Background: an optimization exercise with open tools, aiming at small area, a short achievable clock period and few clock cycles per item. Do not read the settings as production practice.
At most, simulation tests tie the RTL to the original design; equivalence was not proved.
The RTL of runs 3 to 5 was laid out without a check of its function.
Power figures rest on the tool's default switching activity, not on a simulated workload.

==> design/flow/design.v <==
module ISR(reset,
           value,
           clock,
           result,
           done
);
  input wire reset;
  input wire [63:0] value;
  input wire clock;
  output wire [31:0] result;
  output wire done;
  reg  [55:0] d;       
  reg  [30:0] r;       
  reg  [31:0] q;       
  reg  [3:0]  cnt;     
  reg         fin;
  reg         lead;    
  wire [7:0] vt = value[63:56];
  reg  [3:0] q0;
  reg  [4:0] r0;
  wire [16:0] ge;
  assign ge[0] = 1'b1;
  assign ge[16] = 1'b0;
  assign ge[1] = vt >= 8'd1;
  assign ge[2] = vt >= 8'd4;
  assign ge[3] = vt >= 8'd9;
  assign ge[4] = vt >= 8'd16;
  assign ge[5] = vt >= 8'd25;
  assign ge[6] = vt >= 8'd36;
  assign ge[7] = vt >= 8'd49;
  assign ge[8] = vt >= 8'd64;
  assign ge[9] = vt >= 8'd81;
  assign ge[10] = vt >= 8'd100;
  assign ge[11] = vt >= 8'd121;
  assign ge[12] = vt >= 8'd144;
  assign ge[13] = vt >= 8'd169;
  assign ge[14] = vt >= 8'd196;
  assign ge[15] = vt >= 8'd225;
  integer kk;
  always @* begin
    q0 = 4'd0;
    r0 = 5'd0;
    for (kk = 1; kk < 16; kk = kk + 1)
      if (ge[kk]) q0 = kk;
    for (kk = 0; kk < 16; kk = kk + 1)
      if (ge[kk] & ~ge[kk + 1]) r0 = r0 | (vt[4:0] - kk * kk);
  end
  wire [29:0] qs = q[29:0];
  wire [34:0] x  = {r, d[55:52]};             
  wire [33:0] t1;
  prefix_add #(.W(34), .KIND(0)) u_t1(.a({1'b0, x[34:2]}), .b(~{2'b00, qs, 2'b01}), .ci(1'b1), .y(t1));
  wire        ge1 = ~t1[33];
  wire [35:0] t2a;
  prefix_add #(.W(36), .KIND(0)) u_t2a(.a({1'b0, x}), .b(~{3'b000, qs, 3'b001}), .ci(1'b1), .y(t2a));
  wire        ge2a = ~t2a[35];
  wire [35:0] m1 = {~{2'b00, qs}, 4'b1111};
  wire [35:0] m2 = {~{3'b000, qs}, 3'b000};
  wire [35:0] xe = {1'b0, x};
  wire [35:0] cs = xe ^ m1 ^ m2;
  wire [35:0] cc = (xe & m1) | (xe & m2) | (m1 & m2);
  wire [35:0] t2b;
  prefix_add #(.W(36), .KIND(0)) u_t2b(.a(cs), .b({cc[34:0], 1'b0}), .ci(1'b0), .y(t2b));
  wire        ge2b = ~t2b[35];
  wire        ge2 = ge1 ? ge2b : ge2a;
  wire [30:0] r1 = ge1 ? (ge2 ? t2b[30:0] : {t1[28:0], x[1:0]})
                       : (ge2 ? t2a[30:0] : x[30:0]);
  wire        skip = lead && (d[55:40] == 16'd0) && (cnt > 4'd4);
  always @(posedge clock) begin
    if (reset) begin
      d   <= value[55:0];
      r   <= {26'd0, r0};
      q   <= {28'd0, q0};
      cnt <= 4'd14;
      fin <= 1'b0;
      lead <= (vt == 8'd0);
    end else begin
      d   <= skip ? {d[39:0], 16'd0} : {d[51:0], 4'b0000};
      lead <= lead && (d[55:52] == 4'd0);
      r   <= r1;
      cnt <= cnt - (skip ? 4'd4 : 4'd1);
      if (!fin) begin
        q   <= {q[29:0], ge1, ge2};
        if (cnt == 4'd1) fin <= 1'b1;
      end
    end
  end
  assign result = q;
  assign done   = fin;
endmodule
module prefix_add #(parameter W = 8, parameter KIND = 0)
  (input wire [W-1:0] a, input wire [W-1:0] b, input wire ci,
   output wire [W-1:0] y);
  reg [W-1:0] g, p, pp;
  reg [W-1:0] gn, pn;
  reg [W:0]   c;
  integer i, j, l, s;
  localparam integer TOP = (W > 32) ? 32 : (W > 16) ? 16 : (W > 8) ? 8 :
                           (W > 4) ? 4 : (W > 2) ? 2 : 1;
  always @* begin
    for (i = 0; i < W; i = i + 1) begin
      g[i]  = a[i] & b[i];
      pp[i] = a[i] ^ b[i];
      p[i]  = pp[i];
    end
    g[0] = g[0] | (p[0] & ci);
    if (KIND == 0) begin
      for (l = 1; l < W; l = l * 2)
        for (j = 2 * l - 1; j < W; j = j + 2 * l) begin
          g[j] = g[j] | (p[j] & g[j - l]);
          p[j] = p[j] & p[j - l];
        end
      for (l = TOP / 2; l >= 1; l = l / 2)
        for (j = 3 * l - 1; j < W; j = j + 2 * l) begin
          g[j] = g[j] | (p[j] & g[j - l]);
          p[j] = p[j] & p[j - l];
        end
    end else if (KIND == 1) begin
      for (l = 1; l < W; l = l * 2) begin
        gn = g; pn = p;
        for (j = 0; j < W; j = j + 1)
          if ((j / l) % 2 == 1) begin
            s = (j / l) * l - 1;
            gn[j] = g[j] | (p[j] & g[s]);
            pn[j] = p[j] & p[s];
          end
        g = gn; p = pn;
      end
    end else if (KIND == 2) begin
      for (l = 1; l < W; l = l * 2) begin
        gn = g; pn = p;
        for (j = l; j < W; j = j + 1) begin
          gn[j] = g[j] | (p[j] & g[j - l]);
          pn[j] = p[j] & p[j - l];
        end
        g = gn; p = pn;
      end
    end else begin
      for (l = 1; l < W; l = l * 2) begin
        gn = g; pn = p;
        for (j = 1; j < W; j = j + 2)
          if (j - l >= 0) begin
            if (l == 1) begin
              gn[j] = g[j] | (p[j] & g[j - 1]);
              pn[j] = p[j] & p[j - 1];
            end else if (j - l >= 1) begin
              gn[j] = g[j] | (p[j] & g[j - l]);
              pn[j] = p[j] & p[j - l];
            end
          end
        g = gn; p = pn;
      end
      gn = g; pn = p;
      for (j = 2; j < W; j = j + 2) begin
        gn[j] = g[j] | (p[j] & g[j - 1]);
        pn[j] = p[j] & p[j - 1];
      end
      g = gn; p = pn;
    end
    c[0] = ci;
    for (i = 0; i < W; i = i + 1)
      c[i + 1] = g[i];
  end
  assign y = pp ^ c[W-1:0];
endmodule
==> design/flow/flow/run.sh <==
#!/bin/bash
bash standard.sh BUFFER_PORTS_ARGS="-buffer_cell sky130_fd_sc_hd__buf_1" SETUP_SLACK_MARGIN=6.5 ABC_AREA=1 CTS_BUF_LIST="sky130_fd_sc_hd__clkbuf_4 sky130_fd_sc_hd__clkbuf_8" finish > standard.log 2>&1
==> design/flow/standard.sh <==
#!/bin/bash
# synth_recipe.tcl (not shown) runs the flow's synth.tcl, then flattens the netlist and writes it again
# the make line also repeats each setting of config.mk as NAME=value (left out here)
make -C /OpenROAD-flow-scripts/flow DESIGN_CONFIG=/design/flow/config.mk WORK_HOME=/design/flow/orfs CLKGATE_MAP_FILE= SYNTH_SCRIPT=/design/flow/synth_recipe.tcl "${@:-finish}"
==> design/flow/config.mk <==
export PLATFORM = sky130hd
export DESIGN_NAME = ISR
export DESIGN_NICKNAME = ISR
export VERILOG_FILES = /design/flow/design.v
export SDC_FILE = /design/flow/constraint.sdc
export NUM_CORES = 4
export LEC_CHECK = 0
export CAP_MARGIN = 20
export CORE_MARGIN = 2
export CORE_UTILIZATION = 40
export PLACE_DENSITY = 0.6
export SLEW_MARGIN = 20
==> design/flow/constraint.sdc <==
create_clock -name core_clock -period 10.0 [get_ports {clock}]
set_input_delay 2.0000 -clock core_clock [delete_from_list [all_inputs] [get_ports {clock}]]
set_output_delay 2.0000 -clock core_clock [all_outputs]
set_load 0.01 [all_outputs]
==> results of run 1 <==
## cells by family (layout without fill, tap and decap cells)
kind of cell,Yosys count,count (layout),synth area share (%)
XOR/XNOR,44,44,3.69
adder cells (fa/ha/maj),182,182,26.9
AND/OR/NAND/NOR,483,486,18.9
buffers and inverters,217,315,8.22
AO/OA/AOI/OAI,335,336,17.9
flip-flops,125,125,24.4
## per-stage QoR
step           setup slack, ns  cell area, um^2  instances  hold WS (ns)  power (mW)
6_report                  6.60            11900       1823         0.468        3.98
5_1_grt                   6.50            11900       1823         0.489        4.39
4_1_cts                   6.50            11700       1816         0.470        3.91
3_5_place_dp              5.52            11100       1774         0.457        3.30
3_3_place_gp              5.66            11100       1774         0.453        3.27
2_1_floorplan             6.41            10500       1386         0.444        2.72
## path summary, 6_finish.rpt
| check | start | to |
|---|---|---|
| max | value[59] | r[1] |
| min | d[20] | d[24] |
| max reg2reg | q[2] | r[23] |
| min reg2reg | d[20] | d[24] |
## routing by layer
layer / global-route usage, % / wire length, um / up-vias
met5: 0 / 0 / -
met4: 4.78 / 352 / 0
met3: 2.97 / 1150 / 23
met2: 35.9 / 13700 / 201
met1: 28.2 / 13700 / 4327
li1: - / - / 4767
## cell usage after synthesis, drive strengths merged
| cell | number |
|---|---|
| fa | 70 |
| o211ai | 14 |
| a31o | 6 |
| inv | 164 |
| a31oi | 15 |
| nand3 | 58 |
| or2 | 3 |
| a21oi | 165 |
| nor2 | 72 |
| nand2 | 330 |
| dfxtp | 121 |
| a21o | 7 |
| buf | 20 |
| a21boi | 3 |
| o21ai | 99 |
| nor4 | 4 |
| o2111ai | 1 |
| xor2 | 15 |
| ha | 112 |
| nand4 | 5 |
| nand3b | 2 |
| edfxtp | 4 |
| o21a | 16 |
| o22ai | 5 |
| xnor2 | 29 |
| clkinv | 2 |
| nor3 | 9 |
| clkbuf | 31 |
| o31ai | 4 |
## flip-flops by register name (all words and copies together) (netlist names)
register / count
lead: 1
fin: 1
cnt: 4
r: 31
q: 32
d: 56
## cell usage in the layout, fill, tap and decap left out, types with 6 or more instances in the layout
cell type,n
nand2_1,319
a21oi_1,153
inv_1,132
ha_1,109
dfxtp_1,107
buf_1,90
o21ai_0,76
fa_1,70
nor2_1,69
nand3_1,55
inv_2,28
xnor2_1,28
o21ai_1,22
clkbuf_8,17
buf_4,17
o21a_1,16
xor2_1,15
o211ai_1,14
dfxtp_2,13
a31oi_1,12
a21oi_2,8
a21o_1,7
a31o_2,6
nand2_2,6
nor3_1,6
## cell type report
type                            count  area (um^2)
Clock inverter                     15          178
Inverter                          166          659
Sequential cell                   125         2560
Tap cell                          335          419
Fill cell                        2624        13900
Timing Repair Buffer              117          546
Clock buffer                       17          234
Multi-Input combinational cell   1048         7320
## tightest hold or removal path, delay by kind of cell, from the launching register on
kind / cells / cell delay [ns]
flops: 1 / 0.32
compound gates: 1 / 0.06
simple gates: 1 / 0.06
## repair_timing
| action | in CTS | in global routing |
|---|---|---|
| gates resized for setup | 20 | 62 |
| buffers inserted | 7 | 6 |
| pin swaps | 8 | 13 |
| setup endpoints to repair | 34 | 33 |
| gates cloned | 3 | 1 |
## power by group
part / leakage (nW) / total, mW / switching (mW) / internal [mW]
registers: 1.05 / 0.711 / 0.114 / 0.597
clock network: 0.203 / 0.467 / 0.276 / 0.191
logic: 4.13 / 2.80 / 1.71 / 1.09
==> out/summary.txt, run 1 <==
CTS buffer count = 17
Layout Nets = 1723
Hold Path Depth = 2
Synth warnings = 3
Worst path cell trace = buf_2 > inv_4 > ha_4 > inv_2 > a21oi_4 > nand2_4 > a31oi_4 > nor2_1 > nor2_2 > nand3_2 > nor3_4 > buf_4 > o22ai_1 > nand2_1 > nand2_1
Clock Skews = 0.0152 ns
Tcrit/Tclk final = 34.0%
Count of final setup violators = 0
Rel. slew slack = 31.7%
Remaining DRCs = 0
First-pass GRT wire length = 45.5 mm
Slew @ Worst Pin = 1.02 ns
Worst Path Required = 10.34 ns
Vias in the first global route = 8968
Part of the Yosys area used for sequential elements = 24.4%
Htree depth = 4
CTS max path bufs = 2
Max Cap Violations = 0
Cells on worst reg2reg path = 17
Power Dens Cells = 334 nW/um^2
WL/cell = 15.8 um
DRT Pass-1 Iters = 5
Number of hold violations in the final report = 0
Routed WL = 28.9 mm
Final GP Congestion = 0.881
Cts-stage hold buffer count = 0
Worst skew pair latency = 0.46 ns
Critical path depth in cells = 15
Buffers & Inverters on Critical Path = 4
Gr usage total = 21.0%
1st-iter DRT viols = 478
CP arrival = 3.73 ns
Die area = 27400 um^2
Startpoint types = input pin
Total number of vias = 9318
Average cell area after synthesis = 7.53 um^2
Syn Nets = 1634
Max Slew Vio Count = 0
Outcome = no timing/DRC/antenna violations
Share of cells above drive strength 1 = 10.8%
CP top delay family = simple AND/OR/NAND/NOR gates
Core ar. = 25800 um^2
Largest net degree at the start of global routing = 90
Clk slew on worst S/H paths = 0.11 ns
Pleak = 5.39 nW
R2R Setup Slk = 6.68 ns
Crit. End Element = register
Num Clock Sinks = 125
Via density per instance = 5.11
N_diodes = 0
Port Buffer Count = 98
Chip width = 166 um
Util after Layout = 46.1%
Synth cell types = 43
Final min period = 3.40 ns
CTS tree = yes
Die H = 166 um
Max FO, Critical Path = 4
Maximum VDD drop = 0.305 mV
Root buffer cell = clkbuf_8
Fmax = 294 MHz
# rows = 59
Post-detail-place hpwl = 20.5 mm
Crit Path Category = in2reg
Setup_tns = 0 ns
Hold WC Path Type = reg2reg
Most used cell, CP = nand2_1
Initial antenna violation count = 0
Initial core utilization = 40.4%
CP max-delay cell = nor3_4
Yosys top cell by area = dfxtp_1
Crit-path max cell delay = 0.23 ns
Unrepaired setup endpoints after global routing = yes
Yosys reg bits = 125
Mapped Area = 10400 um^2
Top cell type's share of synthesized area = 23.2%
Antenna Nets Post-Route = 0
Layout area overhead = 14.2%
Ranking of synthesized cells by area = dfxtp_1 (23%), fa_1 (13%), ha_1 (13%)
Overflow after GRT = 0
# IOs = 99
Syn Inst Count = 1386
Testbench counts, summed over its fixed seeds: cycles 6,012, items 480.
==> inputs of run 2 (changes only) <==
--- a/design/flow/config.mk
+++ b/design/flow/config.mk
@@ -7,3 +7,3 @@
 export LEC_CHECK = 0
-export CAP_MARGIN = 20
+export CAP_MARGIN = 0
 export CORE_MARGIN = 2
@@ -11,2 +11,2 @@
 export PLACE_DENSITY = 0.6
-export SLEW_MARGIN = 20
+export SLEW_MARGIN = 0
==> out/summary.txt, run 2 <==
Outcome = no timing/DRC/antenna violations
Pre-CTS setup slack = 5.52 ns
Fmax = 294 MHz
Chip width = 166 um
Remaining DRCs = 0
Total number of vias = 9318
N_diodes = 0
CTS max path bufs = 2
Filler cell count = 2624
Most used cell, CP = nand2_1
Setup_tns = 0 ns
Syn Nets = 1634
Die H = 166 um
Area of the multi-input gates = 7320 um^2
Initial antenna violation count = 0
Tcrit/Tclk final = 34.0%
Via density per instance = 5.11
Max Slew Vio Count = 0
Max reg flops = 56
Die area = 27400 um^2
Clock Skews = 0.0152 ns
Crit. End Element = register
Worst setup startpoint = value[59]
Average cell area after synthesis = 7.53 um^2
Syn Inst Count = 1386
# IOs = 99
Worst Path Required = 10.34 ns
Overflow after GRT = 0
Mapped Area = 10400 um^2
Reg-to-reg critical path startpoint = q[2]
Maximum VDD drop = 0.305 mV
Layout area overhead = 14.2%
GRT Max-Usage Layer = met2
Max FO, Critical Path = 4
Ranking of synthesized cells by area = dfxtp_1 (23%), fa_1 (13%), ha_1 (13%)
RR Endpoint = r[23]
Unrepaired setup endpoints after global routing = yes
Worst skew pair latency = 0.46 ns
Fin worst setup slack = 6.60 ns
Max Cap Violations = 0
Synth cell types = 43
Post-synth EDFFs = 4
Top Registers = d x56, q x32, r x31
Largest net degree at the start of global routing = 90
Port Buffer Count = 98
Grt met2 use = 35.9%
Register name with the most flops = d
Worst path cell trace = buf_2 > inv_4 > ha_4 > inv_2 > a21oi_4 > nand2_4 > a31oi_4 > nor2_1 > nor2_2 > nand3_2 > nor3_4 > buf_4 > o22ai_1 > nand2_1 > nand2_1
Startpoint types = input pin
Slew @ Worst Pin = 1.02 ns
Rel. slew slack = 31.7%
Antenna Nets Post-Route = 0
Asr flop ratio synth = 0%
Critical path depth in cells = 15
CP top delay family = simple AND/OR/NAND/NOR gates
Most common cell after layout, fill and taps aside = nand2_1
First-pass GRT wire length = 45.5 mm
Final GP Congestion = 0.881
Met3 usage = 2.97%
WL/cell = 15.8 um
Yosys top cell by area = dfxtp_1
CP max-delay cell = nor3_4
R2R Setup Slk = 6.68 ns
# rows = 59
Clk slew on worst S/H paths = 0.11 ns
Most frequent cell after synthesis = nand2_1
Count of final setup violators = 0
Cells on worst reg2reg path = 17
Power Dens Cells = 334 nW/um^2
DRT Pass-1 Iters = 5
Crit Path Category = in2reg
End of the critical path = r[1]
Vias in the first global route = 8968
Routed WL = 28.9 mm
Layout Nets = 1723
Num Clock Sinks = 125
Met1 capacity usage during global routing = 28.2%
Part of the Yosys area used for sequential elements = 24.4%
Synth top cells by count = nand2_1 (326), a21oi_1 (158), inv_1 (155)
Cts-stage hold buffer count = 0
Buffers & Inverters on Critical Path = 4
Root buffer cell = clkbuf_8
Core ar. = 25800 um^2
CTS tree = yes
1st-iter DRT viols = 478
Yosys reg bits = 125
Gr usage total = 21.0%
Register area = 2560 um^2
Final min period = 3.40 ns
Pleak = 5.39 nW
Share of cells above drive strength 1 = 10.8%
Primary FF master, synth = dfxtp_1
Htree depth = 4
Total power = 3.98 mW
Hold WC Path Type = reg2reg
CP arrival = 3.73 ns
Most frequent cells in the layout = nand2_1 (319), a21oi_1 (153), inv_1 (132), ha_1 (109), dfxtp_1 (107)
Number of hold violations in the final report = 0
Top cell type's share of synthesized area = 23.2%
Crit-path max cell delay = 0.23 ns
Post-detail-place hpwl = 20.5 mm
CTS buffer count = 17
Initial core utilization = 40.4%
Synth warnings = 3
-- run 2: cell counts after synthesis --
Identical to the previous run, type by type.
-- run 2: worst reg2reg max path: cells and delay by family (launching register included) --
kind	cells	cell delay (ns)
fa+ha+maj	3	1.22
simple gates	9	0.79
compound gates	3	0.46
flops	1	0.42
xor+xnor	1	0.19
buf+inv	1	0.13
-- run 2: kinds of logic after synthesis --
| kind of cell | Yosys count | share of synthesized area (%) |
|---|---|---|
| AND/OR/NAND/NOR | 483 | 18.9 |
| AO/OA/AOI/OAI | 335 | 17.9 |
| buffers and inverters | 217 | 8.22 |
| adder cells (fa/ha/maj) | 182 | 26.9 |
| flip-flops | 125 | 24.4 |
| XOR/XNOR | 44 | 3.69 |
-- run 2: repair_timing --
action                     4_1_cts  5_1_grt
buffers inserted                 7        6
setup endpoints to repair       34       33
pin swaps                        8       13
cloned                           3        1
gates resized for setup         20       62
-- run 2: layout make-up --
type                            instances  share of cell area, %
Clock inverter                         15                   1.49
Timing Repair Buffer                  117                   4.58
Inverter                              166                   5.53
Multi-Input combinational cell       1048                   61.4
Tap cell                              335                   3.52
Sequential cell                       125                   21.5
Clock buffer                           17                   1.96
-- run 2: metrics by stage --
stage	std cells	hold WS (ns)	cell area (um^2)	util, %
floorplan	1386	0.444	10500	-
global placement	1774	0.453	11100	43.1
detailed placement	1774	0.457	11100	43.1
CTS	1816	0.470	11700	45.2
global route	1823	0.489	11900	46.1
finish	1823	0.468	11900	46.1
-- run 2: how the worst min path moves through the flow --
stage | slack [ns] | endpoint | startpoint | depth (start not counted)
after floorplan | 0.44 | d[16] | d[12] | 2
after global placement | 0.45 | d[21] | d[17] | 2
after detailed placement | 0.46 | d[15] | d[11] | 2
after CTS | 0.47 | d[29] | d[25] | 2
after global routing | 0.49 | d[18] | d[14] | 2
final | 0.47 | d[24] | d[20] | 2
-- run 2: routing by layer --
layer,up-vias,share of wire [%]
met5,-,0
met4,0,1.2
met3,23,4.0
met2,201,47
met1,4327,47
li1,4767,-
-- run 2: where the power goes --
part | leakage (nW) | switching (mW) | internal (mW)
combinational | 4.13 | 1.71 | 1.09
clock | 0.203 | 0.276 | 0.191
sequential | 1.05 | 0.114 | 0.597
==> inputs of run 3 (changes only) <==
--- a/design/flow/design.v
+++ b/design/flow/design.v
@@ -16,2 +16,3 @@
   reg         fin;
+  reg         run;     
   reg         lead;    
@@ -74,2 +75,3 @@
       fin <= 1'b0;
+      run <= 1'b1;
       lead <= (vt == 8'd0);
@@ -80,5 +82,8 @@
       cnt <= cnt - (skip ? 4'd4 : 4'd1);
-      if (!fin) begin
+      if (run) begin
         q   <= {q[29:0], ge1, ge2};
-        if (cnt == 4'd1) fin <= 1'b1;
+        if (cnt == 4'd1) begin
+          fin <= 1'b1;
+          run <= 1'b0;
+        end
       end
--- a/design/flow/config.mk
+++ b/design/flow/config.mk
@@ -7,3 +7,3 @@
 export LEC_CHECK = 0
-export CAP_MARGIN = 0
+export CAP_MARGIN = 20
 export CORE_MARGIN = 2
@@ -11,2 +11,2 @@
 export PLACE_DENSITY = 0.6
-export SLEW_MARGIN = 0
+export SLEW_MARGIN = 20
==> out/summary.txt, run 3 <==
Part of the Yosys area used for sequential elements = 24.2%
Outcome = no timing/DRC/antenna violations
Worst Path Required = 10.19 ns
Clock Skews = 0.0202 ns
Clk slew on worst S/H paths = 0.11 ns
Max Slew Vio Count = 0
Average cell area after synthesis = 7.53 um^2
Post-detail-place hpwl = 20.5 mm
Power Dens Cells = 338 nW/um^2
Most common cell after layout, fill and taps aside = nand2_1
Startpoint types = input pin
Chip width = 167 um
Vias in the first global route = 9308
Top Registers = d x56, q x32, r x31
Total number of vias = 9564
Dpl cells = 1791
Fin worst setup slack = 6.53 ns
DRT Pass-1 Iters = 5
Num Clock Sinks = 126
Synth warnings = 3
Reg power frac = 17.3%
Placement Cell Area = 11200 um^2
Tcrit/Tclk final = 34.7%
Util after Layout = 46.6%
Gr usage total = 20.7%
Top cell type's share of synthesized area = 23.1%
Maximum VDD drop = 0.219 mV
Most frequent cell after synthesis = nand2_1
Count of final setup violators = 0
Primary FF master, synth = dfxtp_1
Most frequent cells in the layout = nand2_1 (302), a21oi_1 (170), inv_1 (153), dfxtp_1 (111), ha_1 (107)
CTS tree = yes
Power Internal = 1.95 mW
Remaining DRCs = 0
Max Cap Violations = 0
Asr flop ratio synth = 0%
Syn Nets = 1653
Cts-stage hold buffer count = 0
Final instance area = 12100 um^2
Syn Inst Count = 1405
CP arrival = 3.66 ns
Yosys top cell by area = dfxtp_1
Max reg flops = 56
CTS max path bufs = 2
Final GP Congestion = 0.857
Pre-CTS setup slack = 5.65 ns
Overflow after GRT = 0
Worst skew pair latency = 0.47 ns
Fmax = 288 MHz
Initial antenna violation count = 0
P_sw = 2.15 mW
Slew @ Worst Pin = 1.01 ns
Layout Nets = 1754
Routed WL = 28.8 mm
Synth top cells by count = nand2_1 (310), a21oi_1 (174), inv_1 (174)
Port Buffer Count = 98
CTS buffer count = 17
Setup_tns = 0 ns
Die H = 167 um
Via density per instance = 5.16
Post-synth EDFFs = 4
Area of the multi-input gates = 7340 um^2
Number of hold violations in the final report = 0
Clock share of power = 11.3%
Root buffer cell = clkbuf_8
1st-iter DRT viols = 543
Rel. slew slack = 32.6%
Register name with the most flops = d
N_diodes = 0
Htree depth = 4
Hold WC Path Type = reg2reg
Initial core utilization = 40.7%
WL/cell = 15.5 um
Core ar. = 26000 um^2
Crit. End Element = register
Final min period = 3.47 ns
Crit Path Category = in2reg
Unrepaired setup endpoints after global routing = yes
Yosys reg bits = 126
Share of cells above drive strength 1 = 11.6%
Ranking of synthesized cells by area = dfxtp_1 (23%), fa_1 (13%), ha_1 (13%)
# rows = 59
Synth cell types = 47
Mapped Area = 10600 um^2
Sw Ratio = 52.5%
Largest net degree at the start of global routing = 63
Die area = 27800 um^2
Non-filler cells, final = 1854
Pleak = 5.63 nW
Layout area overhead = 14.5%
Antenna Nets Post-Route = 0
Register area = 2580 um^2
First-pass GRT wire length = 47.2 mm
Filler cell count = 2604
Combinational share of power = 71.4%
# IOs = 99
Max FO, Critical Path = 4
==> run 3: power groups by stage <==
stage                     registers, mW  clock network (mW)  logic [mW]
after global placement            0.721                   0        2.63
after detailed placement          0.720                   0        2.66
after CTS                         0.709               0.469        2.79
after global routing              0.721               0.491        3.32
after floorplan                   0.685                   0        2.14
final                             0.710               0.463        2.92
==> run 3: cells by family after synthesis <==
kind of cell | share of synthesized area, %
adder cells (fa/ha/maj) | 26.5
flip-flops | 24.2
AO/OA/AOI/OAI | 16.7
XOR/XNOR | 3.64
AND/OR/NAND/NOR | 20.0
buffers and inverters | 8.99
==> run 3: routing by layer <==
layer | share of wire [%] | global-route usage [%] | vias to the layer above
met5 | 0 | 0 | -
met4 | 1.7 | 5.66 | 0
li1 | - | - | 4819
met2 | 47 | 33.9 | 264
met1 | 46 | 28.5 | 4442
met3 | 5.0 | 3.14 | 39
==> run 3: area by class of cell <==
cell class	count	area share (%)
flip-flops and latches	126	21.3
repair buffers	129	5.45
clock buffers	17	1.93
well taps	335	3.46
multi-input cells	1052	60.6
clock inverters	15	1.37
inverters	180	5.84
==> run 3: worst paths after layout <==
kind	start	end	slack, ns	cells after the start
max	value[56]	q[0]	6.53	13
min	d[0]	d[4]	0.46	2
max reg2reg	q[3]	r[27]	6.68	17
min reg2reg	d[0]	d[4]	0.46	2
==> run 3: repair_timing <==
item,in CTS,in global routing
setup buffers,4,23
pin swaps,6,17
endpoints found under the setup margin,39,33
gates resized for setup,23,72
gates cloned,3,1
==> run 3: worst max-delay path, stage by stage <==
cell	delay (ns)
buf_4	0.13
inv_4	0.07
ha_4	0.14
inv_4	0.04
a21oi_4	0.17
nand2_2	0.11
o211ai_1	0.30
o21ai_1	0.14
inv_1	0.09
nand4_1	0.17
buf_4	0.19
nand2_1	0.05
o21ai_0	0.07
==> run 3: metrics by stage <==
step,power [mW],hold WS [ns]
after CTS,3.97,0.462
final,4.10,0.460
after global placement,3.36,0.442
after floorplan,2.82,0.429
after global routing,4.53,0.486
after detailed placement,3.38,0.450
==> inputs of run 4 (changes only) <==
--- a/design/flow/design.v
+++ b/design/flow/design.v
@@ -16,3 +16,2 @@
   reg         fin;
-  reg         run;     
   reg         lead;    
@@ -68,2 +67,3 @@
   wire        skip = lead && (d[55:40] == 16'd0) && (cnt > 4'd4);
+  wire        skip2 = !skip && lead && (d[55:48] == 8'd0) && (cnt > 4'd2);
   always @(posedge clock) begin
@@ -75,15 +75,11 @@
       fin <= 1'b0;
-      run <= 1'b1;
       lead <= (vt == 8'd0);
     end else begin
-      d   <= skip ? {d[39:0], 16'd0} : {d[51:0], 4'b0000};
+      d   <= skip ? {d[39:0], 16'd0} : skip2 ? {d[47:0], 8'd0} : {d[51:0], 4'b0000};
       lead <= lead && (d[55:52] == 4'd0);
       r   <= r1;
-      cnt <= cnt - (skip ? 4'd4 : 4'd1);
-      if (run) begin
+      cnt <= cnt - (skip ? 4'd4 : skip2 ? 4'd2 : 4'd1);
+      if (!fin) begin
         q   <= {q[29:0], ge1, ge2};
-        if (cnt == 4'd1) begin
-          fin <= 1'b1;
-          run <= 1'b0;
-        end
+        if (cnt == 4'd1) fin <= 1'b1;
       end
==> out/summary.txt, run 4 <==
Outcome = no timing/DRC/antenna violations
Top cell type's share of synthesized area = 21.9%
CTS max path bufs = 2
Gr usage total = 22.0%
Final instance area = 12700 um^2
Pleak = 5.93 nW
Power Internal = 2.00 mW
Primary FF master, synth = dfxtp_1
Layout area overhead = 14.6%
N_diodes = 0
WL/cell = 15.8 um
Chip width = 170 um
CTS buffer count = 17
Yosys top cell by area = dfxtp_1
Power Dens Cells = 338 nW/um^2
Die H = 170 um
Htree depth = 4
Rel. slew slack = 57.3%
Unrepaired setup endpoints after global routing = yes
Share of cells above drive strength 1 = 10.7%
Synth cell types = 49
Reg power frac = 16.5%
Port Buffer Count = 98
Final GP Congestion = 0.883
Total number of vias = 10201
Fmax = 292 MHz
Top Registers = d x56, q x32, r x31
CTS tree = yes
P_sw = 2.28 mW
Clk slew on worst S/H paths = 0.09 ns
Max FO, Critical Path = 5
Worst Path Required = 10.20 ns
Tcrit/Tclk final = 34.2%
Worst skew pair latency = 0.47 ns
Clock share of power = 10.7%
Max Slew Vio Count = 0
Count of final setup violators = 0
Largest net degree at the start of global routing = 102
Root buffer cell = clkbuf_8
Post-synth EDFFs = 4
Core ar. = 27000 um^2
Average cell area after synthesis = 7.21 um^2
Initial core utilization = 40.8%
Most common cell after layout, fill and taps aside = nand2_1
Most frequent cells in the layout = nand2_1 (369), inv_1 (197), a21oi_1 (126), ha_1 (106), dfxtp_1 (106)
Combinational share of power = 72.8%
Initial antenna violation count = 1
Vias in the first global route = 9992
Routed WL = 31.3 mm
Via density per instance = 5.14
Final min period = 3.42 ns
Syn Nets = 1781
Setup_tns = 0 ns
DRT Pass-1 Iters = 5
Slew @ Worst Pin = 0.637 ns
Overflow after GRT = 0
Layout Nets = 1880
Post-detail-place hpwl = 22.3 mm
Max reg flops = 56
Top sig layer = met5
Part of the Yosys area used for sequential elements = 23.0%
First-pass GRT wire length = 50.7 mm
Mapped Area = 11000 um^2
Remaining DRCs = 0
Yosys reg bits = 125
Asr flop ratio synth = 0%
Most frequent cell after synthesis = nand2_1
Synth warnings = 3
Ranking of synthesized cells by area = dfxtp_1 (22%), fa_1 (13%), ha_1 (13%)
1st-iter DRT viols = 605
Syn Inst Count = 1532
CP arrival = 3.62 ns
Hold WC Path Type = reg2reg
Placement Cell Area = 11700 um^2
Routed wl met2 = 15.0 mm
Number of hold violations in the final report = 0
Die area = 28900 um^2
Crit Path Category = in2reg
Met3 routed WL = 1.50 mm
Crit. End Element = register
# rows = 60
Synth top cells by count = nand2_1 (373), inv_1 (220), a21oi_1 (131)
Clock Skews = 0.0177 ns
M1 WL = 14.2 mm
Antenna Nets Post-Route = 0
Max Cap Violations = 0
Filler cell count = 2775
Num Clock Sinks = 125
Sw Ratio = 53.3%
# IOs = 99
Startpoint types = input pin
Register name with the most flops = d
Maximum VDD drop = 0.194 mV
-- run 4: cell count changes after synthesis, sizes merged, moves of 7 or more --
cell,before,now
xor2,16,28
a41oi,0,7
a221oi,0,7
a21oi,178,134
o211ai,12,3
o21a,16,1
o21ai,75,97
inv,179,228
nand2,321,383
nand3,73,96
o22ai,2,13
xnor2,28,15
-- run 4: cell type report --
cell class / instances / area (um^2) / share of cell area [%]
clock inverters: 15 / 168 / 1.32
repair buffers: 133 / 687 / 5.43
clock buffers: 17 / 234 / 1.85
inverters: 230 / 916 / 7.24
flip-flops and latches: 125 / 2580 / 20.4
multi-input cells: 1124 / 7650 / 60.4
well taps: 341 / 427 / 3.37
-- run 4: worst max-delay path, stage by stage --
cell and delay (ns):
buf_2 0.16, inv_12 0.05, ha_1 0.19, nand2_1 0.07, inv_1 0.05, nor2_2 0.13
inv_1 0.08, o21ai_2 0.13, nor3_1 0.07, nor2_1 0.17, nand3_1 0.14, nor2_2 0.18
inv_1 0.07, nand2_1 0.05, o21ai_1 0.07
-- run 4: power groups by stage --
stage                     logic [mW]  clock network, mW  registers [mW]
after global placement          2.77                  0           0.717
after global routing            3.55              0.487           0.715
after floorplan                 2.26                  0           0.679
final                           3.12              0.459           0.705
after CTS                       2.98              0.469           0.700
after detailed placement        2.82                  0           0.716
-- run 4: what timing repair did --
action / in CTS / in global routing
cloned: 3 / 0
hold buffers: 0 / 0
pin swaps: 4 / 10
setup buffers: 10 / 21
setup endpoints to repair: 108 / 54
resized for setup: 23 / 76
-- run 4: cell families after synthesis --
kind of cell             Yosys count  share of synthesized area, %
AO/OA/AOI/OAI                    303                          15.5
XOR/XNOR                          43                          3.41
adder cells (fa/ha/maj)          183                          25.6
buffers and inverters            286                          10.2
flip-flops                       125                          23.0
AND/OR/NAND/NOR                  592                          22.3
-- run 4: metal layers --
layer	vias up	GRT usage [%]
li1	5181	-
met1	4740	28.5
met2	239	37.7
met3	39	3.91
met4	2	5.91
met5	-	0
-- run 4: final timing paths --
check	end	slack [ns]	depth (start not counted)	from
max reg2reg	r[14]	6.65	16	q[2]
max	q[0]	6.58	15	value[57]
min reg2reg	d[40]	0.48	2	d[36]
min	d[40]	0.48	2	d[36]
-- run 4: through the flow --
stage | cells | hold slack, ns | setup slack [ns] | util, % | power, mW
after global placement | 1919 | 0.453 | 5.73 | 43.2 | 3.49
after global routing | 1985 | 0.487 | 6.43 | 46.8 | 4.76
after CTS | 1964 | 0.479 | 6.50 | 45.4 | 4.15
after detailed placement | 1919 | 0.462 | 5.69 | 43.2 | 3.54
after floorplan | 1532 | 0.439 | 6.50 | - | 2.94
final | 1985 | 0.476 | 6.58 | 46.8 | 4.28
==> inputs of run 5 (changes only) <==
--- a/design/flow/design.v
+++ b/design/flow/design.v
@@ -66,4 +66,3 @@
                        : (ge2 ? t2a[30:0] : x[30:0]);
-  wire        skip = lead && (d[55:40] == 16'd0) && (cnt > 4'd4);
-  wire        skip2 = !skip && lead && (d[55:48] == 8'd0) && (cnt > 4'd2);
+  wire        skip = lead && (d[55:36] == 20'd0) && (cnt > 4'd5);
   always @(posedge clock) begin
@@ -77,6 +76,6 @@
     end else begin
-      d   <= skip ? {d[39:0], 16'd0} : skip2 ? {d[47:0], 8'd0} : {d[51:0], 4'b0000};
+      d   <= skip ? {d[35:0], 20'd0} : {d[51:0], 4'b0000};
       lead <= lead && (d[55:52] == 4'd0);
       r   <= r1;
-      cnt <= cnt - (skip ? 4'd4 : skip2 ? 4'd2 : 4'd1);
+      cnt <= cnt - (skip ? 4'd5 : 4'd1);
       if (!fin) begin
==> out/summary.txt, run 5 <==
Critical path depth in cells = 14
Dpl cells = 1847
Fmax = 293 MHz
Largest net degree at the start of global routing = 72
Maximum VDD drop = 0.180 mV
Ranking of synthesized cells by area = dfxtp_1 (22%), fa_1 (13%), ha_1 (13%)
Final GP Congestion = 0.860
Placement Cell Area = 11400 um^2
Initial core utilization = 40.5%
Max reg flops = 56
Worst Path Required = 10.34 ns
Most common cell after layout, fill and taps aside = nand2_1
Initial antenna violation count = 0
CTS tree = yes
Gr usage total = 20.5%
Layout area overhead = 12.2%
Primary FF master, synth = dfxtp_1
Overflow after GRT = 0
Antenna Nets Post-Route = 0
Hold Path Depth = 2
Part of the Yosys area used for sequential elements = 23.5%
Slew @ Worst Pin = 0.706 ns
Buffers & Inverters on Critical Path = 3
Port Buffer Count = 98
Chip width = 168 um
Asr flop ratio synth = 0%
Root buffer cell = clkbuf_8
Share of cells above drive strength 1 = 9.53%
Area of the multi-input gates = 7320 um^2
Cts-stage hold buffer count = 0
Crit. End Element = register
Num Clock Sinks = 125
Most frequent cells in the layout = nand2_1 (342), inv_1 (204), dfxtp_1 (113), ha_1 (109), a21oi_1 (102)
WL/cell = 15.3 um
Hold WC Path Type = reg2reg
N_diodes = 0
Synth cell types = 47
Final instance area = 12100 um^2
Top cell type's share of synthesized area = 22.4%
Vias in the first global route = 9394
Core ar. = 26700 um^2
Number of hold violations in the final report = 0
Total power = 4.37 mW
CTS max path bufs = 2
Tcrit/Tclk final = 34.1%
CP max-delay cell = a21oi_1
Most used cell, CP = nand2_1
Register area = 2550 um^2
Outcome = no timing/DRC/antenna violations
Syn Inst Count = 1455
CP arrival = 3.75 ns
Remaining DRCs = 0
Max Cap Violations = 0
Clock Skews = 0.0205 ns
Startpoint types = input pin
Crit Path Category = in2reg
Non-filler cells, final = 1904
Die area = 28400 um^2
Max FO, Critical Path = 6
# rows = 60
Most frequent cell after synthesis = nand2_1
Top Registers = d x56, q x32, r x31
Via density per instance = 5.08
1st-iter DRT viols = 572
Post-detail-place hpwl = 20.4 mm
Mapped Area = 10800 um^2
Total number of vias = 9670
Max Slew Vio Count = 0
Average cell area after synthesis = 7.43 um^2
Die H = 168 um
Crit-path max cell delay = 0.26 ns
Syn Nets = 1703
Register name with the most flops = d
Synth warnings = 3
Count of final setup violators = 0
Util after Layout = 45.4%
DRT Pass-1 Iters = 4
Worst path cell trace = clkbuf_2 > inv_1 > ha_2 > nand2_1 > a21oi_1 > nand2_1 > nand3_1 > nand3_1 > a21oi_2 > inv_1 > o21ai_0 > o21ai_0 > nand2_1 > o21ai_1
Cells on worst reg2reg path = 17
Unrepaired setup endpoints after global routing = yes
Yosys top cell by area = dfxtp_1
CTS buffer count = 17
Rel. slew slack = 52.9%
Yosys reg bits = 125
Htree depth = 4
Routed WL = 29.2 mm
Filler cell count = 2717
Clk slew on worst S/H paths = 0.10 ns
Synth top cells by count = nand2_1 (344), inv_1 (221), dfxtp_1 (121)
Layout Nets = 1798
Pleak = 5.68 nW
Worst skew pair latency = 0.47 ns
Setup_tns = 0 ns
Post-synth EDFFs = 4
CP top delay family = compound AO/OA/AOI/OAI gates
Power Dens Cells = 360 nW/um^2
# IOs = 99
First-pass GRT wire length = 46.8 mm
Final min period = 3.41 ns
run 5: cell count changes in the layout (fill, tap and decap cells not counted), moves of 6 or more:
| cell | before | now |
|---|---|---|
| nand3_2 | 3 | 12 |
| nor2_1 | 84 | 54 |
| o31ai_1 | 0 | 17 |
| inv_1 | 197 | 204 |
| nand2_1 | 369 | 342 |
| inv_4 | 6 | 0 |
| o22ai_1 | 13 | 4 |
| a221oi_1 | 7 | 0 |
| nand3_1 | 92 | 85 |
| dfxtp_1 | 106 | 113 |
| dfxtp_4 | 6 | 0 |
| o22a_1 | 5 | 14 |
| a41oi_1 | 7 | 0 |
| a21oi_1 | 126 | 102 |
run 5: power breakdown:
group	total, mW	internal [mW]	switching, mW	leakage, nW
logic	3.20	1.22	1.98	4.43
registers	0.703	0.596	0.107	1.05
clock network	0.470	0.190	0.279	0.198
total	4.37	2.01	2.36	5.68
run 5: path summary, 6_finish.rpt:
path | start | end | slack, ns
max reg2reg | q[15] | r[27] | 6.69
max | value[59] | r[1] | 6.59
min | d[6] | d[10] | 0.46
min reg2reg | d[6] | d[10] | 0.46
run 5: metrics by stage:
stage | setup WS, ns | hold WS, ns
after floorplan | 6.50 | 0.430
after global placement | 5.97 | 0.443
after detailed placement | 5.92 | 0.453
after CTS | 6.50 | 0.459
after global routing | 6.41 | 0.484
final | 6.59 | 0.458
run 5: cells by family (layout without fill, tap and decap cells):
| family | after synthesis | after routing | share of synthesized area, % |
|---|---|---|---|
| AOI/OAI and AO/OA | 280 | 281 | 14.8 |
| adders and majority gates | 182 | 182 | 25.9 |
| xor gates and xnor gates | 45 | 45 | 3.65 |
| DFF | 125 | 125 | 23.5 |
| and+or+nand+nor | 541 | 546 | 21.7 |
| buffers and inverters | 282 | 384 | 10.4 |
run 5: tightest hold or removal path, cell delays in order, from the launching register on:
cell,delay [ns]
dfxtp_1,0.30
inv_1,0.06
o31ai_1,0.07
run 5: final cells by class:
class	instances	share of cell area, %
Clock buffer	17	1.93
Clock inverter	15	1.41
Timing Repair Buffer	122	4.57
Sequential cell	125	21.0
Inverter	230	7.17
Multi-Input combinational cell	1054	60.4
Tap cell	341	3.52
run 5: what timing repair did:
item | 4_1_cts | 5_1_grt
gates resized for setup | 9 | 39
pin swaps | 3 | 9
cloned | 2 | 4
setup buffers | 1 | 18
setup endpoints to repair | 32 | 32
run 5: routing by layer:
layer | vias up | wire, um | global-route usage (%)
met1 | 4522 | 13500 | 26.7
met5 | - | 0 | 0
met2 | 196 | 14000 | 36.0
met3 | 32 | 1240 | 3.06
met4 | 0 | 435 | 4.76
li1 | 4920 | - | -
==> inputs of run 6 (changes only) <==
--- a/design/flow/design.v
+++ b/design/flow/design.v
@@ -66,3 +66,3 @@
                        : (ge2 ? t2a[30:0] : x[30:0]);
-  wire        skip = lead && (d[55:36] == 20'd0) && (cnt > 4'd5);
+  wire        skip = lead && (d[55:40] == 16'd0) && (cnt > 4'd4);
   always @(posedge clock) begin
@@ -76,6 +76,6 @@
     end else begin
-      d   <= skip ? {d[35:0], 20'd0} : {d[51:0], 4'b0000};
+      d   <= skip ? {d[39:0], 16'd0} : {d[51:0], 4'b0000};
       lead <= lead && (d[55:52] == 4'd0);
       r   <= r1;
-      cnt <= cnt - (skip ? 4'd5 : 4'd1);
+      cnt <= cnt - (skip ? 4'd4 : 4'd1);
       if (!fin) begin
==> design/flow/run.sh (new file) <==
#!/bin/bash
# synth_recipe.tcl (not shown) runs the flow's synth.tcl, then flattens the netlist and writes it again
# the make line also repeats each setting of config.mk as NAME=value (left out here)
make -C /OpenROAD-flow-scripts/flow DESIGN_CONFIG=/design/flow/config.mk WORK_HOME=/design/flow/orfs CLKGATE_MAP_FILE= SYNTH_SCRIPT=/design/flow/synth_recipe.tcl finish
--- a/design/flow/config.mk
+++ b/design/flow/config.mk
@@ -7,2 +7,3 @@
 export LEC_CHECK = 0
+export ABC_AREA = 1
 export CAP_MARGIN = 20
@@ -10,3 +11,5 @@
 export CORE_UTILIZATION = 40
+export CTS_BUF_LIST = sky130_fd_sc_hd__clkbuf_4 sky130_fd_sc_hd__clkbuf_8
 export PLACE_DENSITY = 0.6
+export SETUP_SLACK_MARGIN = 5
 export SLEW_MARGIN = 20
removed: design/flow/flow/run.sh
removed: design/flow/standard.sh
==> out/summary.txt, run 6 <==
Final instance area = 12100 um^2
Asr flop ratio synth = 0%
Routed WL = 27.9 mm
Number of hold violations in the final report = 0
Initial core utilization = 40.4%
Post-synth EDFFs = 4
Yosys top cell by area = dfxtp_1
Mapped Area = 10400 um^2
Top cell type's share of synthesized area = 23.2%
Minimum hold slack = 0.464 ns
Critical path depth in cells = 19
Maximum VDD drop = 0.153 mV
Yosys reg bits = 125
1st-iter DRT viols = 508
Most used cell, CP = nand2_1
Rel. slew slack = 29.1%
Min-delay src = d[27]
Most frequent cell after synthesis = nand2_1
Vias in the first global route = 9182
Die H = 166 um
Worst path cell trace = inv_1 > ha_1 > nand2_1 > nand2_1 > a21oi_1 > nand2_1 > nand2_1 > nand2_2 > nand2_4 > nand3_4 > inv_4 > nand3_2 > nand2_2 > buf_4 > nand2_1 > nand3_1 > nand2_1 > nand2_1 > nand2_1
Root buffer cell = clkbuf_8
Postcts setup bufs = 0
RR Endpoint = r[4]
CP arrival = 4.68 ns
# IOs = 99
Crit-path max cell delay = 0.49 ns
Core ar. = 25800 um^2
Largest net degree at the start of global routing = 108
Register name with the most flops = d
Slew @ Worst Pin = 1.06 ns
Most frequent cells in the layout = nand2_1 (326), a21oi_1 (158), inv_1 (155), dfxtp_1 (120), ha_1 (112)
Primary FF master, synth = dfxtp_1
Max Slew Vio Count = 0
CTS tree = yes
Final GP Congestion = 0.887
Fmax = 231 MHz
Filler cell count = 2691
Die area = 27400 um^2
Gr usage total = 21.2%
Num Clock Sinks = 125
Max FO, Critical Path = 45
Setup_tns = 0 ns
Reg-to-reg critical path startpoint = q[3]
Crit. End Element = register
End of the critical path = r[4]
Unrepaired setup endpoints after global routing = no
Post-CTS sizing = 0
Cts-stage hold buffer count = 0
Syn Inst Count = 1386
Worst skew pair latency = 0.47 ns
DRT Pass-1 Iters = 5
Synth top cells by count = nand2_1 (326), a21oi_1 (158), inv_1 (155)
Share of cells above drive strength 1 = 5.23%
Part of the Yosys area used for sequential elements = 24.4%
Clock Skews = 0.0195 ns
Htree depth = 4
Cells on worst reg2reg path = 19
Max reg flops = 56
CTS buffer count = 17
CTS max path bufs = 2
R2R Setup Slk = 5.66 ns
Chip width = 166 um
WL/cell = 15.5 um
Layout Nets = 1707
Synth warnings = 3
First-pass GRT wire length = 45.9 mm
Fin worst setup slack = 5.66 ns
Max Cap Violations = 0
Placement Cell Area = 11700 um^2
Power Dens Cells = 316 nW/um^2
Dpl cells = 1775
# rows = 59
Non-filler cells, final = 1807
Port Buffer Count = 98
Hold WC Path Type = reg2reg
Overflow after GRT = 0
Top Registers = d x56, q x32, r x31
Remaining DRCs = 0
Crit Path Category = reg2reg
Total number of vias = 9275
Post-detail-place hpwl = 21.0 mm
Worst Path Required = 10.35 ns
Worst setup startpoint = q[3]
CP top delay family = simple AND/OR/NAND/NOR gates
Initial antenna violation count = 0
CP max-delay cell = buf_4
Via density per instance = 5.13
Layout area overhead = 15.9%
Final min period = 4.34 ns
Buffers & Inverters on Critical Path = 3
Synth cell types = 43
Outcome = no timing/DRC/antenna violations
Startpoint types = register
Ranking of synthesized cells by area = dfxtp_1 (23%), fa_1 (13%), ha_1 (13%)
Most common cell after layout, fill and taps aside = nand2_1
Tcrit/Tclk final = 43.4%
Pleak = 5.51 nW
Antenna Nets Post-Route = 0
Pre-CTS setup slack = 5.31 ns
Average cell area after synthesis = 7.53 um^2
Count of final setup violators = 0
Syn Nets = 1634
N_diodes = 0
Clk slew on worst S/H paths = 0.10 ns
run 6: changes by cell type after synthesis, sizes merged, moves of 7 or more:
cell    before  now
inv        226  164
a21oi      109  165
o31ai       17    4
nand3       98   58
nor2        58   72
o211ai       4   14
nand4       12    5
xnor2       15   29
xor2        30   15
o22a        14    0
o21a         1   16
nand2      357  330
run 6: final cells by class:
class / instances / area (um^2) / share of cell area (%)
tap: 335 / 419 / 3.47
clock buffer: 17 / 234 / 1.93
clock inverter: 15 / 186 / 1.54
inverter: 166 / 626 / 5.17
multi-input combinational: 1044 / 7060 / 58.3
sequential: 125 / 2540 / 21.0
timing repair buffer: 105 / 1030 / 8.52
run 6: per-stage QoR:
stage	util [%]	total power, mW
final	46.8	3.82
after global routing	46.8	4.26
after CTS	46.8	3.84
after detailed placement	45.2	3.34
after global placement	45.2	3.32
after floorplan	-	2.71
run 6: worst min path at each step:
stage            end  slack [ns]  cells after the start
3_5_place_dp   d[31]        0.45                      2
3_3_place_gp   d[15]        0.45                      2
2_1_floorplan  d[16]        0.44                      2
4_1_cts        d[31]        0.46                      2
5_1_grt        d[31]        0.48                      2
6_report       d[31]        0.46                      2
run 6: tightest hold or removal path, delay by kind of cell, from the launching register on:
kind / cells / cell delay (ns)
and+or+nand+nor: 1 / 0.06
DFF: 1 / 0.32
AOI/OAI and AO/OA: 1 / 0.06
run 6: routing by layer:
metal	up-vias	wire length [um]	track usage [%]
met2	207	13400	36.1
li1	4706	-	-
met3	34	1020	3.02
met5	-	0	0
met4	0	437	5.64
met1	4328	13100	28.2
run 6: cell families after synthesis:
group | synth area share [%]
simple gates | 18.9
compound gates | 17.9
buf+inv | 8.22
fa+ha+maj | 26.9
flops | 24.4
xor+xnor | 3.69
run 6: power breakdown:
part	leakage, nW	internal, mW	switching, mW
clock	0.212	0.215	0.272
sequential	1.05	0.597	0.119
combinational	4.25	1.05	1.57
total	5.51	1.86	1.96
Testbench counts of run 6, summed over its fixed seeds: cycles 6,012, items 480.
==> inputs of run 7 (changes only) <==
==> design/flow/flow/run.sh (new file) <==
#!/bin/bash
bash standard.sh BUFFER_PORTS_ARGS="-buffer_cell sky130_fd_sc_hd__buf_1" SETUP_SLACK_MARGIN=6.3 ABC_AREA=1 CTS_BUF_LIST="sky130_fd_sc_hd__clkbuf_4 sky130_fd_sc_hd__clkbuf_8" finish > standard.log 2>&1
==> design/flow/standard.sh (new file) <==
#!/bin/bash
# synth_recipe.tcl (not shown) runs the flow's synth.tcl, then flattens the netlist and writes it again
# the make line also repeats each setting of config.mk as NAME=value (left out here)
make -C /OpenROAD-flow-scripts/flow DESIGN_CONFIG=/design/flow/config.mk WORK_HOME=/design/flow/orfs CLKGATE_MAP_FILE= SYNTH_SCRIPT=/design/flow/synth_recipe.tcl "${@:-finish}"
==> design/flow/config.mk (replaced) <==
export PLATFORM = sky130hd
export DESIGN_NAME = ISR
export DESIGN_NICKNAME = ISR
export VERILOG_FILES = /design/flow/design.v
export SDC_FILE = /design/flow/constraint.sdc
export NUM_CORES = 4
export LEC_CHECK = 0
export CAP_MARGIN = 20
export CORE_MARGIN = 2
export CORE_UTILIZATION = 40
export PLACE_DENSITY = 0.6
export SLEW_MARGIN = 20
removed: design/flow/run.sh
==> out/summary.txt, run 7 <==
Outcome = no timing/DRC/antenna violations
Non-filler cells, final = 1818
Total power = 3.97 mW
Sw Ratio = 52.2%
Max Slew Vio Count = 0
GRT Max-Usage Layer = met2
Initial antenna violation count = 0
Met3 usage = 3.30%
Top Registers = d x56, q x32, r x31
P_sw = 2.07 mW
Worst setup startpoint = value[56]
Average cell area after synthesis = 7.53 um^2
Clk slew on worst S/H paths = 0.11 ns
Mapped Area = 10400 um^2
Die area = 27400 um^2
CTS max path bufs = 2
Reg power frac = 18.1%
Max reg flops = 56
Overflow after GRT = 0
Final min period = 3.59 ns
End of the critical path = q[0]
CP arrival = 3.76 ns
Routed WL = 28.4 mm
Maximum VDD drop = 0.165 mV
Remaining DRCs = 0
Post-detail-place hpwl = 20.7 mm
Antenna Nets Post-Route = 0
Total number of vias = 9335
Hold WC Path Type = reg2reg
Chip width = 166 um
Crit Path Category = in2reg
Synth cell types = 43
Top cell type's share of synthesized area = 23.2%
Dpl cells = 1774
Die H = 166 um
Gr usage total = 21.3%
DRT Pass-1 Iters = 4
Layout area overhead = 12.1%
Vias in the first global route = 9074
Synth warnings = 3
Max FO, Critical Path = 4
Met1 capacity usage during global routing = 28.7%
Post-synth EDFFs = 4
Tcrit/Tclk final = 35.9%
N_diodes = 0
Clock Skews = 0.0202 ns
Min-delay src = d[24]
Max Cap Violations = 0
Layout Nets = 1718
First-pass GRT wire length = 45.9 mm
Power Internal = 1.90 mW
Clock share of power = 12.3%
Yosys reg bits = 125
Most common cell after layout, fill and taps aside = nand2_1
RR Endpoint = r[3]
Part of the Yosys area used for sequential elements = 24.4%
Grt met2 use = 35.4%
Setup_tns = 0 ns
Fmax = 279 MHz
Count of final setup violators = 0
CTS tree = yes
Largest net degree at the start of global routing = 83
Port Buffer Count = 98
WL/cell = 15.6 um
Via density per instance = 5.13
Primary FF master, synth = dfxtp_1
Syn Nets = 1634
Unrepaired setup endpoints after global routing = yes
# IOs = 99
Yosys top cell by area = dfxtp_1
Crit. End Element = register
Root buffer cell = clkbuf_8
Most frequent cell after synthesis = nand2_1
Slew @ Worst Pin = 1.03 ns
Htree depth = 4
Register name with the most flops = d
Initial core utilization = 40.4%
Reg-to-reg critical path startpoint = q[0]
Combinational share of power = 69.7%
Num Clock Sinks = 125
Share of cells above drive strength 1 = 7.62%
Asr flop ratio synth = 0%
Ranking of synthesized cells by area = dfxtp_1 (23%), fa_1 (13%), ha_1 (13%)
Final GP Congestion = 0.883
CTS buffer count = 17
R2R Setup Slk = 6.56 ns
# rows = 59
Most frequent cells in the layout = nand2_1 (323), a21oi_1 (155), inv_1 (145), dfxtp_1 (117), ha_1 (111)
Rel. slew slack = 30.8%
Number of hold violations in the final report = 0
Startpoint types = input pin
Syn Inst Count = 1386
Cells on worst reg2reg path = 18
Synth top cells by count = nand2_1 (326), a21oi_1 (158), inv_1 (155)
Pleak = 5.33 nW
Worst Path Required = 10.18 ns
Worst skew pair latency = 0.46 ns
1st-iter DRT viols = 509
Core ar. = 25800 um^2
Power Dens Cells = 339 nW/um^2
==> run 7: changes by cell type in the layout (fill, tap and decap cells not counted), moves of 4 or more <==
cell,delta
clkdlybuf4s50_1,-97
buf_1,+95
buf_4,+4
inv_2,+10
inv_1,-10
==> run 7: worst min-delay path by stage <==
stage	depth (start not counted)	slack, ns	to
detailed placement	2	0.46	d[15]
floorplan	2	0.44	d[16]
global route	2	0.49	d[18]
global placement	2	0.45	d[24]
finish	2	0.47	d[28]
CTS	2	0.46	d[18]
==> run 7: critical path: stages <==
cell	delay, ns
buf_1	0.13
inv_2	0.09
ha_2	0.18
inv_1	0.08
a21oi_2	0.21
nand2_2	0.12
a31oi_2	0.21
nor2_1	0.07
nor2_2	0.13
nand3_2	0.12
nor3_4	0.21
inv_1	0.08
nand2_1	0.05
o21ai_0	0.08
==> run 7: kinds of logic (layout without fill, tap and decap cells) <==
logic type / after synthesis / in the layout / share of synthesized area, %
AO/OA/AOI/OAI: 335 / 336 / 17.9
adder cells (fa/ha/maj): 182 / 182 / 26.9
AND/OR/NAND/NOR: 483 / 486 / 18.9
buffers and inverters: 217 / 310 / 8.22
flip-flops: 125 / 125 / 24.4
XOR/XNOR: 44 / 44 / 3.69
==> run 7: per-layer routing <==
metal  vias to the layer above  share of wire (%)
li1                       4751                  -
met1                      4337                 47
met2                       216                 47
met3                        31                4.3
met4                         0                1.6
met5                         -                  0
==> run 7: stage by stage <==
stage | hold slack, ns | utilization (%) | instance area, um^2 | setup WS [ns]
2_1_floorplan | 0.444 | - | 10400 | 6.33
3_3_place_gp | 0.455 | 42.8 | 11100 | 5.68
3_5_place_dp | 0.459 | 42.8 | 11100 | 5.60
4_1_cts | 0.465 | 44.8 | 11600 | 6.32
5_1_grt | 0.494 | 45.3 | 11700 | 6.29
6_report | 0.467 | 45.3 | 11700 | 6.41
==> run 7: layout make-up <==
class	count	area [um^2]
Clock buffer	17	234
Clock inverter	15	190
Fill cell	2613	14100
Inverter	166	626
Multi-Input combinational cell	1048	7190
Sequential cell	125	2550
Tap cell	335	419
Timing Repair Buffer	112	495
==> run 7: power by group through the flow <==
stage / registers, mW / logic [mW] / clock network, mW
final: 0.716 / 2.76 / 0.487
after global routing: 0.728 / 3.15 / 0.518
after CTS: 0.715 / 2.69 / 0.498
after detailed placement: 0.727 / 2.56 / 0
after global placement: 0.726 / 2.54 / 0
after floorplan: 0.684 / 2.03 / 0
==> run 7: repair_timing <==
item,CTS,global route
endpoints found under the setup margin,32,32
gates resized for setup,7,26
hold endpoints to repair,0,0
buffers inserted,1,7
hold buffers,0,0
gates cloned,3,1
pin swaps,2,6
==> inputs of run 8 (changes only) <==
==> design/flow/flow/run.sh (replaced) <==
#!/bin/bash
bash standard.sh BUFFER_PORTS_ARGS="-buffer_cell sky130_fd_sc_hd__buf_1" SETUP_SLACK_MARGIN=6.5 ABC_AREA=1 CTS_ARGS='-sink_clustering_enable -repair_clock_nets -dont_use_dummy_load -sink_clustering_size 30 -sink_clustering_max_diameter 150 -buf_list sky130_fd_sc_hd__clkbuf_8' finish > standard.log 2>&1
==> out/summary.txt, run 8 <==
Outcome = no timing/DRC/antenna violations
Clock Skews = 0.0357 ns
Hold WC Path Type = reg2reg
Filler cell count = 2633
Chip width = 166 um
Total number of vias = 9358
Worst skew pair latency = 0.46 ns
Total power = 3.87 mW
Count of final setup violators = 0
Primary FF master, synth = dfxtp_1
Antenna Nets Post-Route = 0
Top Registers = d x56, q x32, r x31
Die H = 166 um
Hold Path Depth = 2
Synth top cells by count = nand2_1 (326), a21oi_1 (158), inv_1 (155)
# rows = 59
CTS tree = yes
Port Buffer Count = 98
Final GP Congestion = 0.881
Via density per instance = 5.15
Root buffer cell = clkbuf_8
Max reg flops = 56
Most common cell after layout, fill and taps aside = nand2_1
Power Dens Cells = 326 nW/um^2
Top cell type's share of synthesized area = 23.2%
Die area = 27400 um^2
WL/cell = 16.0 um
Slew @ Worst Pin = 1.02 ns
R2R Setup Slk = 6.66 ns
Rel. slew slack = 31.6%
Synth warnings = 3
Overflow after GRT = 0
Startpoint types = input pin
Asr flop ratio synth = 0%
CP arrival = 3.78 ns
CTS buffer count = 17
Pleak = 5.37 nW
Maximum VDD drop = 0.253 mV
Average cell area after synthesis = 7.53 um^2
First-pass GRT wire length = 45.4 mm
End of the critical path = r[1]
Fmax = 287 MHz
Crit. End Element = register
Most frequent cell after synthesis = nand2_1
CP max-delay cell = nor3_4
Ranking of synthesized cells by area = dfxtp_1 (23%), fa_1 (13%), ha_1 (13%)
Max Slew Vio Count = 0
Part of the Yosys area used for sequential elements = 24.4%
Syn Nets = 1634
Worst setup startpoint = value[59]
Clk slew on worst S/H paths = 0.11 ns
Setup_tns = 0 ns
Core ar. = 25800 um^2
Synth cell types = 43
Initial antenna violation count = 0
Initial core utilization = 40.4%
Most frequent cells in the layout = nand2_1 (320), a21oi_1 (153), inv_1 (124), dfxtp_1 (110), ha_1 (109)
Cells on worst reg2reg path = 16
Post-detail-place hpwl = 20.5 mm
# IOs = 99
Routed WL = 29.1 mm
Buffers & Inverters on Critical Path = 4
Gr usage total = 21.0%
Register name with the most flops = d
CTS max path bufs = 2
Post-synth EDFFs = 4
Remaining DRCs = 0
Tcrit/Tclk final = 34.8%
Vias in the first global route = 8924
Yosys reg bits = 125
Worst Path Required = 10.30 ns
Final min period = 3.48 ns
Yosys top cell by area = dfxtp_1
RR Endpoint = r[23]
CP top delay family = simple AND/OR/NAND/NOR gates
Max FO, Critical Path = 4
Num Clock Sinks = 125
Largest net degree at the start of global routing = 90
DRT Pass-1 Iters = 5
Unrepaired setup endpoints after global routing = yes
Number of hold violations in the final report = 0
Crit-path max cell delay = 0.23 ns
Layout Nets = 1732
Max Cap Violations = 0
Share of cells above drive strength 1 = 10.9%
Critical path depth in cells = 15
Htree depth = 4
N_diodes = 0
Reg-to-reg critical path startpoint = q[9]
Worst path cell trace = buf_12 > inv_8 > ha_4 > clkinvlp_4 > a21oi_4 > nand2_4 > a31oi_4 > nor2_2 > nor2_2 > nand3_2 > nor3_4 > buf_4 > o22ai_2 > nand2_1 > nand2_1
Mapped Area = 10400 um^2
Syn Inst Count = 1386
Crit Path Category = in2reg
1st-iter DRT viols = 518
Layout area overhead = 13.5%
## run 8: logic make-up after synthesis
kind of cell    synth area share, %
flops                          24.4
simple gates                   18.9
xor+xnor                       3.69
compound gates                 17.9
fa+ha+maj                      26.9
buf+inv                        8.22
## run 8: stage by stage
stage / cells / hold WS (ns) / util (%) / setup slack, ns / cell area (um^2)
2_1_floorplan: 1386 / 0.444 / - / 6.41 / 10500
3_3_place_gp: 1774 / 0.453 / 43.1 / 5.66 / 11100
3_5_place_dp: 1774 / 0.457 / 43.1 / 5.52 / 11100
4_1_cts: 1802 / 0.449 / 44.6 / 6.51 / 11500
5_1_grt: 1817 / 0.473 / 45.8 / 6.44 / 11800
6_report: 1817 / 0.447 / 45.8 / 6.52 / 11800
## run 8: final cells by class
cell class	count	area, um^2	share of cell area, %
Clock buffer	17	234	1.98
Inverter	166	668	5.64
Multi-Input combinational cell	1049	7330	61.9
Sequential cell	125	2560	21.6
Tap cell	335	419	3.54
Timing Repair Buffer	125	633	5.35
## run 8: per-layer routing
layer  vias up  global-route usage, %  wire [um]
li1       4769                      -          -
met1      4381                   28.1      13800
met2       185                   35.7      13900
met3        23                   3.47       1030
met4         0                   4.82        346
met5         -                      0          0
## run 8: report_power, final
part	leakage (nW)	total (mW)	internal, mW	switching (mW)
combinational	4.19	2.81	1.09	1.73
sequential	1.05	0.712	0.598	0.114
clock	0.122	0.339	0.150	0.189
## run 8: worst min-delay path by stage
stage | from | endpoint
final | d[25] | d[29]
after global routing | d[20] | d[24]
after CTS | d[25] | d[29]
after detailed placement | d[11] | d[15]
after global placement | d[17] | d[21]
after floorplan | d[12] | d[16]
## run 8: worst register-to-register path: cells and delay by family (launching register included)
kind / cells / cell delay (ns)
AO/OA/AOI/OAI: 3 / 0.51
XOR/XNOR: 1 / 0.19
adder cells (fa/ha/maj): 3 / 1.26
buffers and inverters: 1 / 0.10
flip-flops: 1 / 0.38
AND/OR/NAND/NOR: 8 / 0.80
## run 8: what timing repair did
action / CTS / global route
setup endpoints to repair: 34 / 33
buffers inserted: 8 / 13
cloned: 3 / 2
resized for setup: 24 / 74
hold buffers: 0 / 0
pin swaps: 10 / 19
endpoints found under the hold margin: 0 / 0

separate check: timing with driven ports:
No port has a modelled driver above. Below, the same layouts with a new extraction and two added sets of constraints. Step 1 sets driving cells, clkbuf_16 on the clock port and buf_2 on the other inputs (assumed; they add their load-dependent delay and slew). Step 2, shift: input delay + t, output delay - t, t = (earliest + latest rising clock arrival at the registers) / 2. This alone moves slack from input paths to output paths. a / b / c = ideal ports / drivers / drivers and shift; a / b = the first two.
| run | t (ns) | setup WS [ns] | hold WS [ns] | worst setup path after step 2 |
|---|---|---|---|---|
| run 1 | 0.498 | 6.603 / 6.634 / 6.135 | 0.468 / 0.468 / 0.468 | input to register |
| run 2 | 0.498 | 6.603 / 6.634 / 6.135 | 0.468 / 0.468 / 0.468 | input to register |
| run 3 | 0.502 | 6.532 / 6.551 / 6.050 | 0.460 / 0.460 / 0.460 | input to register |
| run 4 | 0.508 | 6.580 / 6.598 / 6.091 | 0.476 / 0.476 / 0.476 | input to register |
| run 5 | 0.508 | 6.591 / 6.618 / 6.110 | 0.458 / 0.458 / 0.458 | input to register |
| run 6 | 0.508 | 5.664 / 5.664 / 5.277 | 0.464 / 0.464 / 0.464 | input to register |
| run 7 | 0.501 | 6.414 / 6.440 / 5.939 | 0.467 / 0.467 / 0.467 | input to register |
| run 8 | 0.486 | 6.520 / 6.519 / 6.033 | 0.447 / 0.447 / 0.447 | input to register |
After both steps setup and hold are still met in every run listed. The setup slack of run 4, which loses most, moves by +0.018 ns with the drivers and by -0.489 ns with both steps.
